This design comes from an exercise in tuning for small area on the open sky130 flow, not from production work.
Function was checked by simulation only, so behaviour that the tests miss may differ from the original.
Power figures rest on the tool's default switching activity, not on a simulated workload.

==> flow/design.v (excerpt) <==
module twiddle_rom #(
    parameter DATA_WIDTH = 12,
    parameter ADDR_WIDTH = 8
)(
    input  wire                      clk,
    input  wire [ADDR_WIDTH-1:0]     addr_forward,
    input  wire [ADDR_WIDTH-1:0]     addr_backward,
    input  wire [6:0]                addr_pwm,
    output wire [DATA_WIDTH-1:0]     data_forward,
    output wire [DATA_WIDTH-1:0]     data_backward,
    output wire [DATA_WIDTH-1:0]     data_pwm
);
Settings: LEC_CHECK=0, ABC_AREA=1, CAP_MARGIN=20, CORE_MARGIN=2, CORE_UTILIZATION=55, GPL_TIMING_DRIVEN=0, SETUP_SLACK_MARGIN=0.05, SLEW_MARGIN=20; clock period 5.0 ns.
standard.sh (not shown) runs the stock make flow with config.mk's settings and CLKGATE_MAP_FILE= SYNTH_SCRIPT=/design/flow/synth_recipe.tcl, a recipe that flattens the netlist after the stock synthesis.
==> flow/flow/run.sh <==
#!/bin/bash
# Own flow: the standard layout (standard.sh) with these changes:
#  1. Yosys's ABC call maps the logic with flow/abc_map.script (strash; dch; map -D 1500)
#     instead of ORFS's script, which also buffers and resizes; OpenROAD repairs timing later.
#  2. ADDER_MAP_FILE is empty, so synthesis does not extract half/full adders ahead of ABC.
#  3. Port buffers are sky130_fd_sc_hd__buf_1 (every port still gets one).
# Everything else, including the synthesis script itself, is the standard flow's.
set -euo pipefail
W=$(pwd)
{
  echo "proc abc {args} {"
  echo "  set i [lsearch -exact \$args -script]"
  echo "  if {\$i >= 0} { lset args [expr {\$i + 1}] $W/flow/abc_map.script }"
  echo "  yosys abc {*}\$args"
  echo "}"
  cat "$W/synth_recipe.tcl"
} > "$W/flow_synth.tcl"
bash "$W/standard.sh" "SYNTH_SCRIPT=$W/flow_synth.tcl" "ADDER_MAP_FILE=" \
  "BUFFER_PORTS_ARGS=-buffer_cell sky130_fd_sc_hd__buf_1" finish > "$W/orfs_make.log" 2>&1
==> flow/flow/abc_map.script <==
strash
dch
map -D 1500
topo
==> next run, changes <==
--- a/flow/design.v
+++ b/flow/design.v
@@ -871,32 +871,33 @@
     assign xp[10] = (~(tp_new_n165)&~(tp_new_n169)) | (~(tp_new_n167)&~(tp_new_n169));
     assign tp_new_n171 = (~(tp_new_n126)) | (~(tp_new_n26));
     assign tp_new_n172 = (~(tp_new_n27)&~(tp_new_n52)) | (~(tp_new_n67));
     assign tp_new_n173 = (~(tp_new_n172)) | (~(ra_p[4])) | (~(tp_new_n134));
     assign tp_new_n174 = (~(tp_new_n33)&~(tp_new_n104)) | (~(tp_new_n74));
     assign tp_new_n175 = (~(ra_p[5])&~(tp_new_n142)) | (~(tp_new_n35)&~(tp_new_n142));
     assign tp_new_n176 = (~(ra_p[4])&~(tp_new_n175));
     assign tp_new_n177 = (~(ra_p[3])&~(tp_new_n176));
     assign xp[11] = (~(tp_new_n171)&~(tp_new_n174)) | (~(tp_new_n171)&~(tp_new_n177)) | (~(ra_p[3])&~(tp_new_n174)) | (~(tp_new_n173)&~(tp_new_n174)) | (~(ra_p[3])&~(tp_new_n177)) | (~(tp_new_n173)&~(tp_new_n177));
-    function [11:0] cneg(input [11:0] x, input j);
+    function [11:0] cneg(input [11:0] x, input j, input c8);
         reg [11:0] c;
         integer i;
         begin
             c = 12'd0;
             c[2] = ~x[1];
-            for (i = 3; i < 9; i = i + 1) c[i] = c[i-1] & ~x[i-1];
+            for (i = 3; i < 8; i = i + 1) c[i] = c[i-1] & ~x[i-1];
+            c[8]  = c8;
             c[9]  = ~x[8] | c[8];
             c[10] = ~x[9] & c[9];
             c[11] = ~x[10] | c[10];
             cneg[0] = x[0] ^ j;
             cneg[1] = x[1];
             for (i = 2; i < 8; i = i + 1) cneg[i] = x[i] ^ (j & ~c[i]);
             cneg[8]  = x[8] ^ (j & c[8]);
             cneg[9]  = x[9] ^ (j & ~c[9]);
             cneg[10] = x[10] ^ (j & c[10]);
             cneg[11] = x[11] ^ (j & c[11]);
         end
     endfunction
-    assign data_forward  = cneg(xf, ra_f[0]);
-    assign data_backward = cneg(xb, ra_b[0]);
-    assign data_pwm      = cneg(xp, ra_p[0] ^ ra_p[6]);
+    assign data_forward  = cneg(xf, ra_f[0], ra_f[7:1] == 7'd0 || ra_f[7:1] == 7'd37);
+    assign data_backward = cneg(xb, ra_b[0], ra_b[7:1] == 7'd0 || ra_b[7:1] == 7'd58);
+    assign data_pwm      = cneg(xp, ra_p[0] ^ ra_p[6], 1'b0);
 endmodule
The new run completed without violations.
Worst hold slack is better by 0.036 ns.
Global-route usage drops by 5.5 points.
Cell area drops slightly.
Core utilization drops by 1.0 points.
Fmax climbs slightly.
Non-clock buffer count drops by 3.
Die area climbs slightly.
Worst setup slack is better by 0.047 ns.
Sequential cell count is unchanged.
Via count drops by a few percent.
First-iteration DRC count climbs by a little under a tenth.
Clock power drops by about a fifth.

-- static timing again, ports no longer ideal --
In the flow no input, the clock included, has a driving cell. The finished layouts below were timed again as built, in two steps. Step 1: set_driving_cell puts a clkbuf_16 on clk and a buf_2 on each other input, an assumption about the parent block. Step 2 adds t to the input delays and takes it off the output delays; t is the mean of the earliest and latest rising clock arrival at the registers after step 1. Input paths then give back, and output paths get back, about the clock's delay inside the block. Three values: ideal, step 1, step 2; two values: the first two.
run | shift t [ns] | setup WS [ns] | latest minus earliest clock arrival (ns) | slew at the worst register clock pin (ns)
the first run | 0.332 | 0.144 / 0.104 / 0.436 | 0.006 / 0.007 | 0.11 / 0.11
the second run | 0.289 | 0.191 / 0.163 / 0.453 | 0.001 / 0.001 | 0.08 / 0.08
After both steps setup and hold are still met in every run listed.
